What follows belongs to an exercise in optimizing a design on an open flow for small area, a short achievable clock period and few clock cycles per item; a production flow would make more cautious choices. Power and IR drop assume default switching activity.

==> module basediv, before the edit <==
module basediv(
  input             clk,
  input             reset,
  input      [31:0] x,
  input      [31:0] y,
  input             in_valid,
  input             div_signed,
  output            in_ready,
  output reg        out_valid,
  output     [31:0] s,
  output     [31:0] r
);
reg        busy;       
reg        prep;       
reg [32:0] R;          
reg [31:0] Q;          
reg [33:0] D;          
reg [4:0]  cnt;        
reg        zq;         
reg        ok;         
reg        fix;        
reg        sx, sy, sq;
assign in_ready = ~busy;
wire accept = in_valid & ~busy;
function [5:0] lzc32(input [31:0] a);    
  reg [15:0] v1; reg [15:0] c1;
  reg [7:0]  v2; reg [15:0] c2;
  reg [3:0]  v3; reg [11:0] c3;
  reg [1:0]  v4; reg [7:0]  c4;
  integer i;
  begin
    for (i = 0; i < 16; i = i + 1) begin
      v1[i] = a[2*i+1] | a[2*i];
      c1[i] = ~a[2*i+1];
    end
    for (i = 0; i < 8; i = i + 1) begin
      v2[i] = v1[2*i+1] | v1[2*i];
      c2[2*i+1] = ~v1[2*i+1];
      c2[2*i]   = v1[2*i+1] ? c1[2*i+1] : c1[2*i];
    end
    for (i = 0; i < 4; i = i + 1) begin
      v3[i] = v2[2*i+1] | v2[2*i];
      c3[3*i+2] = ~v2[2*i+1];
      c3[3*i+1 -: 2] = v2[2*i+1] ? c2[4*i+3 -: 2] : c2[4*i+1 -: 2];
    end
    for (i = 0; i < 2; i = i + 1) begin
      v4[i] = v3[2*i+1] | v3[2*i];
      c4[4*i+3] = ~v3[2*i+1];
      c4[4*i+2 -: 3] = v3[2*i+1] ? c3[6*i+5 -: 3] : c3[6*i+2 -: 3];
    end
    lzc32 = {v4[1] | v4[0], ~v4[1], v4[1] ? c4[7:4] : c4[3:0]};
  end
endfunction
function [31:0] inc32(input [31:0] a, input cin);
  reg [31:0] p;
  integer i, d;
  begin
    p = a;
    for (d = 1; d < 32; d = d * 2)
      for (i = 31; i >= 0; i = i - 1)
        if ((i / d) % 2 == 1) p[i] = p[i] & p[(i / d) * d - 1];
    inc32 = a ^ {p[30:0] & {31{cin}}, cin};
  end
endfunction
wire        sx_in = div_signed & x[31];
wire        sy_in = div_signed & y[31];
wire [5:0]  lzx_in = lzc32(x ^ {32{sx_in}});
wire [5:0]  lzy_in = lzc32(y ^ {32{sy_in}});
wire [4:0]  lzxe   = lzx_in[4:0] - {4'b0, sx_in};
wire [5:0]  kd     = {1'b0, lzy_in[4:0]} - {1'b0, lzxe};
wire        xzero  = ~lzx_in[5] & ~sx_in;
wire        yz_in  = ~lzy_in[5] & ~sy_in;
wire        early  = (kd[5] | xzero) & ~yz_in;
wire        yzero = ~sy & (Q == 32'd0);
wire [33:0] dsh   = ({sy, sy, Q} << cnt) ^ {34{~sq}};
wire        f   = ~ok;
wire [33:0] a   = {R[32], R};
wire [33:0] b   = D ^ {34{f}};
wire        cin = ~sq ^ f;
wire [33:0] pa  = a ^ b;
wire [33:0] ga  = a & b;
reg  [33:0] G, P, Gn, Pn;
integer i, d;
always @* begin
  G = ga; P = pa;
  for (d = 1; d < 34; d = d * 2) begin
    Gn = G; Pn = P;
    for (i = d; i < 34; i = i + 1) begin
      Gn[i] = G[i] | (P[i] & G[i-d]);
      Pn[i] = P[i] & P[i-d];
    end
    G = Gn; P = Pn;
  end
  G = G | (P & {34{cin}});
end
wire [33:0] cy   = {G[32:0], cin};
wire [33:0] T    = pa ^ cy;
wire [33:0] kz   = {a[32:0] | b[32:0], cin};
wire        tz   = (pa == kz);
wire        tok  = sx ? (T[33] | tz) : ~T[33];
wire        last = (cnt == 5'd0);
always @(posedge clk) begin
  if (reset) begin
    busy <= 1'b0;
    prep <= 1'b0;
    fix  <= 1'b0;
    out_valid <= 1'b0;
  end else if (accept) begin
    busy <= ~early;
    prep <= ~early;
    out_valid <= early;
  end else if (prep) begin
    prep <= 1'b0;
    if (yzero) begin
      busy <= 1'b0;
      out_valid <= 1'b1;
    end
  end else if (fix) begin
    fix  <= 1'b0;
    busy <= 1'b0;
    out_valid <= 1'b1;
  end else if (busy) begin
    if (last) begin
      if (tok) begin
        busy <= 1'b0;
        out_valid <= 1'b1;
      end else begin
        fix <= 1'b1;
      end
    end
  end else begin
    out_valid <= 1'b0;
  end
end
always @(posedge clk) begin
  if (accept) begin
    R     <= {sx_in, x};
    ok    <= 1'b1;
    Q     <= y;
    cnt   <= kd[4:0];
    zq    <= early;
    sx    <= sx_in;
    sy    <= sy_in;
    sq    <= sx_in ^ sy_in;
  end else if (prep) begin
    Q   <= {32{sq ^ yzero}};
    D   <= dsh;
  end else if (fix) begin
    R   <= T[32:0];
  end else if (busy) begin
    R   <= T[32:0];
    ok  <= tok;
    Q   <= {Q[30:0], tok ^ sq};
    if (!last) D <= {~sx, D[33:1]};
    cnt <= cnt - 5'd1;
  end
end
assign s = inc32(Q, sq) & {32{~zq}};
assign r = R[31:0];
endmodule
make LEC_CHECK=0 CAP_MARGIN=20 CORE_MARGIN=2 CORE_UTILIZATION=40 SETUP_SLACK_MARGIN=1.5 SLEW_MARGIN=20 finish   # period 5.5 ns
run.sh (not shown) runs the stock make flow with config.mk's settings and CLKGATE_MAP_FILE= SYNTH_SCRIPT=/design/flow/synth_recipe.tcl, a recipe that flattens the netlist after the stock synthesis.
The baseline finished with timing, DRC and antenna clean.
Edit:
--- a/flow/design.v
+++ b/flow/design.v
@@ -17,8 +17,6 @@
 reg [33:0] D;          
 reg [4:0]  cnt;        
 reg        zq;         
-reg        ok;         
-reg        fix;        
 reg        sx, sy, sq;
 assign in_ready = ~busy;
 wire accept = in_valid & ~busy;
@@ -73,12 +71,10 @@
 wire        early  = (kd[5] | xzero) & ~yz_in;
 wire        yzero = ~sy & (Q == 32'd0);
 wire [33:0] dsh   = ({sy, sy, Q} << cnt) ^ {34{~sq}};
-wire        f   = ~ok;
 wire [33:0] a   = {R[32], R};
-wire [33:0] b   = D ^ {34{f}};
-wire        cin = ~sq ^ f;
-wire [33:0] pa  = a ^ b;
-wire [33:0] ga  = a & b;
+wire        cin = ~sq;
+wire [33:0] pa  = a ^ D;
+wire [33:0] ga  = a & D;
 reg  [33:0] G, P, Gn, Pn;
 integer i, d;
 always @* begin
@@ -95,15 +91,13 @@
 end
 wire [33:0] cy   = {G[32:0], cin};
 wire [33:0] T    = pa ^ cy;
-wire [33:0] kz   = {a[32:0] | b[32:0], cin};
+wire [33:0] kz   = {a[32:0] | D[32:0], cin};
 wire        tz   = (pa == kz);
-wire        tok  = sx ? (T[33] | tz) : ~T[33];
-wire        last = (cnt == 5'd0);
+wire        cond = sx ? (T[33] | tz) : ~T[33];
 always @(posedge clk) begin
   if (reset) begin
     busy <= 1'b0;
     prep <= 1'b0;
-    fix  <= 1'b0;
     out_valid <= 1'b0;
   end else if (accept) begin
     busy <= ~early;
@@ -115,18 +109,10 @@
       busy <= 1'b0;
       out_valid <= 1'b1;
     end
-  end else if (fix) begin
-    fix  <= 1'b0;
-    busy <= 1'b0;
-    out_valid <= 1'b1;
   end else if (busy) begin
-    if (last) begin
-      if (tok) begin
-        busy <= 1'b0;
-        out_valid <= 1'b1;
-      end else begin
-        fix <= 1'b1;
-      end
+    if (cnt == 5'd0) begin
+      busy <= 1'b0;
+      out_valid <= 1'b1;
     end
   end else begin
     out_valid <= 1'b0;
@@ -135,7 +121,6 @@
 always @(posedge clk) begin
   if (accept) begin
     R     <= {sx_in, x};
-    ok    <= 1'b1;
     Q     <= y;
     cnt   <= kd[4:0];
     zq    <= early;
@@ -145,13 +130,10 @@
   end else if (prep) begin
     Q   <= {32{sq ^ yzero}};
     D   <= dsh;
-  end else if (fix) begin
-    R   <= T[32:0];
   end else if (busy) begin
-    R   <= T[32:0];
-    ok  <= tok;
-    Q   <= {Q[30:0], tok ^ sq};
-    if (!last) D <= {~sx, D[33:1]};
+    if (cond) R <= T[32:0];
+    Q   <= {Q[30:0], cond ^ sq};
+    D   <= {~sx, D[33:1]};
     cnt <= cnt - 5'd1;
   end
 end
=> Critical path depth came out lower by 3; total power came out lower by 32%; clock skew came out higher by 12 ps; first-iteration DRC count came out higher by 20%; clock power came out lower by 39%; non-clock buffer count came out higher by 7; count of clock-buffer cells in the layout came out lower by 10; setup slack improves by 170 ps; final cell count came out lower by about 5%; sequential cell count came out lower by 2; synthesized area came out lower by about 6%; hold slack improves by 130 ps.
No functional check of the RTL was part of any run of this note.

The RTL this note starts from:
==> flow/design.v <==
module basediv(
  input             clk,
  input             reset,
  input      [31:0] x,
  input      [31:0] y,
  input             in_valid,
  input             div_signed,
  output            in_ready,
  output reg        out_valid,
  output     [31:0] s,
  output     [31:0] r
);
reg        busy;       
reg        prep;       
reg [32:0] R;          
reg [31:0] Q;          
reg [33:0] D;          
reg [4:0]  cnt;        
reg [4:0]  lzxr;       
reg        xzero;      
reg        sx, sy, sq;
assign in_ready = ~busy;
wire accept = in_valid & ~busy;
function [5:0] lzc32(input [31:0] a);    
  reg [15:0] v1; reg [15:0] c1;
  reg [7:0]  v2; reg [15:0] c2;
  reg [3:0]  v3; reg [11:0] c3;
  reg [1:0]  v4; reg [7:0]  c4;
  integer i;
  begin
    for (i = 0; i < 16; i = i + 1) begin
      v1[i] = a[2*i+1] | a[2*i];
      c1[i] = ~a[2*i+1];
    end
    for (i = 0; i < 8; i = i + 1) begin
      v2[i] = v1[2*i+1] | v1[2*i];
      c2[2*i+1] = ~v1[2*i+1];
      c2[2*i]   = v1[2*i+1] ? c1[2*i+1] : c1[2*i];
    end
    for (i = 0; i < 4; i = i + 1) begin
      v3[i] = v2[2*i+1] | v2[2*i];
      c3[3*i+2] = ~v2[2*i+1];
      c3[3*i+1 -: 2] = v2[2*i+1] ? c2[4*i+3 -: 2] : c2[4*i+1 -: 2];
    end
    for (i = 0; i < 2; i = i + 1) begin
      v4[i] = v3[2*i+1] | v3[2*i];
      c4[4*i+3] = ~v3[2*i+1];
      c4[4*i+2 -: 3] = v3[2*i+1] ? c3[6*i+5 -: 3] : c3[6*i+2 -: 3];
    end
    lzc32 = {v4[1] | v4[0], ~v4[1], v4[1] ? c4[7:4] : c4[3:0]};
  end
endfunction
function [31:0] inc32(input [31:0] a, input cin);
  reg [31:0] p;
  integer i, d;
  begin
    p = a;
    for (d = 1; d < 32; d = d * 2)
      for (i = 31; i >= 0; i = i - 1)
        if ((i / d) % 2 == 1) p[i] = p[i] & p[(i / d) * d - 1];
    inc32 = a ^ {p[30:0] & {31{cin}}, cin};
  end
endfunction
wire        sx_in = div_signed & x[31];
wire        sy_in = div_signed & y[31];
wire [5:0]  lzx_in = lzc32(x ^ {32{sx_in}});
wire [5:0]  lzy_in = lzc32(y ^ {32{sy_in}});
wire [5:0]  kd    = {1'b0, cnt} - {1'b0, lzxr};
wire        skip  = kd[5] | xzero;
wire        yzero = ~sy & (Q == 32'd0);
wire [4:0]  k     = kd[4:0];
wire [33:0] dsh   = ({sy, sy, Q} << k) ^ {34{~sq}};
wire [33:0] a   = {R[32], R};
wire        cin = ~sq;
wire [33:0] pa  = a ^ D;
wire [33:0] ga  = a & D;
reg  [33:0] G, P;
integer i, d;
always @* begin
  G = ga; P = pa;
  G[0] = ga[0] | (pa[0] & cin);
  for (d = 1; d < 34; d = d * 2)
    for (i = 2*d-1; i < 34; i = i + 2*d) begin
      G[i] = G[i] | (P[i] & G[i-d]);
      P[i] = P[i] & P[i-d];
    end
  for (d = 16; d >= 1; d = d / 2)
    for (i = 3*d-1; i < 34; i = i + 2*d) begin
      G[i] = G[i] | (P[i] & G[i-d]);
      P[i] = P[i] & P[i-d];
    end
end
wire [33:0] cy   = {G[32:0], cin};
wire [33:0] T    = pa ^ cy;
wire [33:0] kz   = {a[32:0] | D[32:0], cin};
wire        tz   = (pa == kz);
wire        cond = sx ? (T[33] | tz) : ~T[33];
always @(posedge clk) begin
  if (reset) begin
    busy <= 1'b0;
    prep <= 1'b0;
    out_valid <= 1'b0;
  end else if (accept) begin
    busy <= 1'b1;
    prep <= 1'b1;
    out_valid <= 1'b0;
  end else if (prep) begin
    prep <= 1'b0;
    if (skip | yzero) begin
      busy <= 1'b0;
      out_valid <= 1'b1;
    end
  end else if (busy) begin
    if (cnt == 5'd0) begin
      busy <= 1'b0;
      out_valid <= 1'b1;
    end
  end else begin
    out_valid <= 1'b0;
  end
end
always @(posedge clk) begin
  if (accept) begin
    R     <= {sx_in, x};
    Q     <= y;
    cnt   <= lzy_in[4:0];
    lzxr  <= lzx_in[4:0] - {4'b0, sx_in};
    xzero <= ~lzx_in[5] & ~sx_in;
    sx    <= sx_in;
    sy    <= sy_in;
    sq    <= sx_in ^ sy_in;
  end else if (prep) begin
    Q   <= {32{sq ^ yzero}};
    D   <= dsh;
    cnt <= k;
  end else if (busy) begin
    if (cond) R <= T[32:0];
    Q   <= {Q[30:0], cond ^ sq};
    D   <= {~sx, D[33:1]};
    cnt <= cnt - 5'd1;
  end
end
assign s = inc32(Q, sq);
assign r = R[31:0];
endmodule
Settings: LEC_CHECK=0, CAP_MARGIN=20, CORE_MARGIN=2, CORE_UTILIZATION=40, SETUP_SLACK_MARGIN=1.5, SLEW_MARGIN=20; clock period 5.5 ns.
Change:
--- a/flow/design.v
+++ b/flow/design.v
@@ -13,7 +13,7 @@
 reg        busy;       
 reg        prep;       
-reg [32:0] R;          
+reg [31:0] R;          
 reg [31:0] Q;          
-reg [33:0] D;          
+reg [32:0] D;          
 reg [4:0]  cnt;        
 reg [4:0]  lzxr;       
@@ -70,30 +70,30 @@
 wire        yzero = ~sy & (Q == 32'd0);
 wire [4:0]  k     = kd[4:0];
-wire [33:0] dsh   = ({sy, sy, Q} << k) ^ {34{~sq}};
-wire [33:0] a   = {R[32], R};
-wire        cin = ~sq;
-wire [33:0] pa  = a ^ D;
-wire [33:0] ga  = a & D;
-reg  [33:0] G, P;
+wire [32:0] dsh   = ({sy, Q} << k) ^ {33{~sy}};
+wire [31:0] rneg = inc32(R ^ {32{sx}}, sx);
+reg  [33:0] c;
+reg  [32:0] G, P;
 integer i, d;
+wire [32:0] pa = {1'b0, R} ^ D;
+wire [32:0] ga = {1'b0, R} & D;
+wire        cin = ~sy;
 always @* begin
   G = ga; P = pa;
   G[0] = ga[0] | (pa[0] & cin);
-  for (d = 1; d < 34; d = d * 2)
-    for (i = 2*d-1; i < 34; i = i + 2*d) begin
+  for (d = 1; d < 33; d = d * 2)
+    for (i = 2*d-1; i < 33; i = i + 2*d) begin
       G[i] = G[i] | (P[i] & G[i-d]);
       P[i] = P[i] & P[i-d];
     end
   for (d = 16; d >= 1; d = d / 2)
-    for (i = 3*d-1; i < 34; i = i + 2*d) begin
+    for (i = 3*d-1; i < 33; i = i + 2*d) begin
       G[i] = G[i] | (P[i] & G[i-d]);
       P[i] = P[i] & P[i-d];
     end
+  c[0] = cin;
+  for (i = 0; i < 33; i = i + 1) c[i+1] = G[i];
 end
-wire [33:0] cy   = {G[32:0], cin};
-wire [33:0] T    = pa ^ cy;
-wire [33:0] kz   = {a[32:0] | D[32:0], cin};
-wire        tz   = (pa == kz);
-wire        cond = sx ? (T[33] | tz) : ~T[33];
+wire [31:0] sum  = pa[31:0] ^ c[31:0];
+wire        cond = c[33];
 always @(posedge clk) begin
   if (reset) begin
@@ -122,5 +122,5 @@
 always @(posedge clk) begin
   if (accept) begin
-    R     <= {sx_in, x};
+    R     <= x;
     Q     <= y;
     cnt   <= lzy_in[4:0];
@@ -131,15 +131,16 @@
     sq    <= sx_in ^ sy_in;
   end else if (prep) begin
+    R   <= rneg;
     Q   <= {32{sq ^ yzero}};
     D   <= dsh;
     cnt <= k;
   end else if (busy) begin
-    if (cond) R <= T[32:0];
+    if (cond) R <= sum;
     Q   <= {Q[30:0], cond ^ sq};
-    D   <= {~sx, D[33:1]};
+    D   <= {1'b1, D[32:1]};
     cnt <= cnt - 5'd1;
   end
 end
 assign s = inc32(Q, sq);
-assign r = R[31:0];
+assign r = rneg;
 endmodule
- power goes down by 4.1%
- setup slack got worse by 0.045 ns
- global-route usage goes up by 1.7 points
- sequential power goes up by about 7%
- area after synthesis goes down by 4.7%
- clock power goes down by about 5%
- final area hardly moves
- sequential share of layout area goes down by 0.34 points
- count of clock-buffer cells in the layout goes up by 1
- hold slack got worse by 0.095 ns
No functional check of the RTL was part of any run of this note.

[re-timing with driven ports]
How much do the figures lean on ideal ports? The routed layouts below were timed once more, with nothing changed but the port constraints.
Step 1 sets driving cells, clkbuf_16 on the clock port and buf_2 on the other inputs (assumed; they add their load-dependent delay and slew).
Step 2 times the ports against the registers' clock, not the clock port: input delays grow and output delays shrink by t, the midpoint of the rising clock arrivals with the driver on.
Three values: no drivers, after step 1, after step 2; two values: the first two.
run	shift t [ns]	slack for setup (ns)	worst hold slack (ns)	worst setup path after step 2
the first run of note 1	0.473	1.293 / 1.322 / 0.850	0.514 / 0.514 / 0.514	input to register
the second run of note 1	0.410	1.467 / 1.472 / 1.062	0.646 / 0.646 / 0.646	input to register
the first run of note 2	0.475	1.344 / 1.344 / 1.275	0.618 / 0.618 / 0.618	input to register
the second run of note 2	0.461	1.299 / 1.248 / 1.302	0.523 / 0.523 / 0.523	input to register
After both steps every run listed still meets setup and hold. The setup slack of the first run of note 1, which loses most, moves by +0.029 ns with the drivers and by -0.443 ns with both steps.
